Context: an optimization exercise on an open-source flow, tuned for small area and few clock cycles per item. The choices shown serve that exercise and are no tape-out recipe. In this exercise RTL edits were held to simulation tests only and were not proved equivalent to the original.

## MyDesign
module MyDesign (dut_run, dut_busy, reset_b, clk, dut_sram_write_address,
		 dut_sram_write_data, dut_sram_write_enable,
		 dut_sram_read_address,	sram_dut_read_data,
		 dut_wmem_read_address, wmem_dut_read_data);
Size: ~990 cells after synthesis, roughly 10000 sq um of cells after synthesis.
==> flow/config.mk <==
export PLATFORM = sky130hd
export DESIGN_NAME = MyDesign
export DESIGN_NICKNAME = MyDesign
export VERILOG_FILES = /design/flow/design.v
export SDC_FILE = /design/flow/constraint.sdc
export NUM_CORES = 4
export LEC_CHECK = 0
export CAP_MARGIN = 20
export CORE_MARGIN = 2
export CORE_UTILIZATION = 40
export SLEW_MARGIN = 20
export SYNTH_HIERARCHICAL = 1
export SYNTH_MINIMUM_KEEP_SIZE = 0
==> flow/constraint.sdc <==
create_clock -name core_clock -period 6.0 [get_ports {clk}]
set_input_delay 1.2000 -clock core_clock [delete_from_list [all_inputs] [get_ports {clk}]]
set_output_delay 1.2000 -clock core_clock [all_outputs]
set_load 0.01 [all_outputs]
standard.sh (not shown) runs the stock make flow with config.mk's settings and CLKGATE_MAP_FILE= SYNTH_SCRIPT=/design/flow/synth_recipe.tcl, a recipe that flattens the netlist after the stock synthesis.
==> flow/flow/run.sh <==
#!/bin/bash
# Layout flow: the standard flow (standard.sh, all ORFS steps) with these
# changes: synthesis maps adders with Yosys's own Brent-Kung carry logic
# instead of ORFS's Kogge-Stone map (SYNTH_OPERATIONS_ARGS set, so the
# -extra-map is not added); the port buffers that global placement puts on
# every input and output use the smallest buffer cell; clock tree synthesis
# uses clkbuf_8 buffers and adds no dummy loads.
set -o pipefail
export SYNTH_OPERATIONS_ARGS="-noshare"
export BUFFER_PORTS_ARGS="-buffer_cell sky130_fd_sc_hd__buf_1"
export CTS_ARGS="-sink_clustering_enable -repair_clock_nets -buf_list sky130_fd_sc_hd__clkbuf_8 -dont_use_dummy_load"
bash standard.sh > standard.log 2>&1
Testbench counts at the start, summed over its fixed seeds: cycles 117,674, macs 306,944.
Next try:
--- a/flow/design.v
+++ b/flow/design.v
@@ -502,32 +502,25 @@
   mpnn_fa u_t257 (.a(k_16), .b(acc_in[16]), .c(t224), .s(t257), .co(t258));
   wire t259, t260;
   mpnn_ha u_t259 (.a(k_17), .b(acc_in[17]), .s(t259), .co(t260));
   wire t261, t262;
   mpnn_ha u_t261 (.a(k_18), .b(acc_in[18]), .s(t261), .co(t262));
   wire t263, t264;
   mpnn_ha u_t263 (.a(k_19), .b(acc_in[19]), .s(t263), .co(t264));
   wire t265, t266;
   mpnn_ha u_t265 (.a(k_20), .b(acc_in[20]), .s(t265), .co(t266));
   wire t267, t268;
   mpnn_ha u_t267 (.a(k_21), .b(acc_in[21]), .s(t267), .co(t268));
-  wire t269, t270;
-  mpnn_ha u_t269 (.a(acc_in[0]), .b(t225), .s(t269), .co(t270));
-  wire t271, t272;
-  mpnn_fa u_t271 (.a(t226), .b(t227), .c(t270), .s(t271), .co(t272));
-  wire t273, t274;
-  mpnn_fa u_t273 (.a(t228), .b(t229), .c(t272), .s(t273), .co(t274));
-  wire [21:0] row_a = {t266, t264, t262, t260, t258, t256, t254, t252, t250, t248, t246, t244, t242, t240, t238, t236, t234, t232, t230, t273, t271, t269};
-  wire [21:0] row_b = {t267, t265, t263, t261, t259, t257, t255, t253, t251, t249, t247, t245, t243, t241, t239, t237, t235, t233, t231, 1'b0, 1'b0, 1'b0};
-  assign acc_next[21:3] = row_a[21:3] + row_b[21:3] + {18'd0, t274};
-  assign acc_next[2:0] = row_a[2:0];
+  wire [21:0] row_a = {t266, t264, t262, t260, t258, t256, t254, t252, t250, t248, t246, t244, t242, t240, t238, t236, t234, t232, t230, t228, t226, acc_in[0]};
+  wire [21:0] row_b = {t267, t265, t263, t261, t259, t257, t255, t253, t251, t249, t247, t245, t243, t241, t239, t237, t235, t233, t231, t229, t227, t225};
+  assign acc_next = row_a + row_b;
 assign dut_sram_read_address = xa;
 assign dut_wmem_read_address = wa;
 assign dut_sram_write_address = oa;
 assign dut_sram_write_enable = we;
 assign dut_sram_write_data = m8 ? acc[15:0] : m4 ? acc[19:4] : acc[21:6];
 assign dut_busy = (st != IDLE) | we;
 endmodule
 module mpnn_fa (a, b, c, s, co);
 input a, b, c;
 output s, co;
 assign s = a ^ b ^ c;
Effect: Clock skew grows by 0.011 ns. Via count grows by about 2.4%. Final area barely changes. Sequential share of layout area barely changes. Register-to-register slack gets better by 0.096 ns. Wire length grows by 2.1%. Global-route usage grows by 1.1 points. Synthesized area grows by 2.4%. Die area grows by about 2.3%. Final cell count grows by 1.1%. Sequential cell count stays the same.
Testbench counts after the change, summed over its fixed seeds: cycles 117,674, macs 306,944.

## re-timing with driven ports
The results above use ideal ports. As a check the final layouts listed here were re-extracted and re-timed, cells and wires unchanged. Step 1 assumes that a clkbuf_16 drives the clock port and a buf_2 every other input. Step 2 moves the port delays by t, midway between the first and last clock arrival at a register: inputs arrive t later, outputs are due t later. That takes back most of the time a late clock gives input paths. Three values: ideal ports, drivers, drivers and shift; two values: the first two.
| run | shift t [ns] | setup WS [ns] | worst slew at a driven data input, ns |
|---|---|---|---|
| the first run | 0.480 | 0.187 / 0.187 / 0.187 | 0.06 |
| the second run | 0.494 | 0.283 / 0.283 / 0.283 | 0.05 |
After both steps every run listed still meets setup and hold.
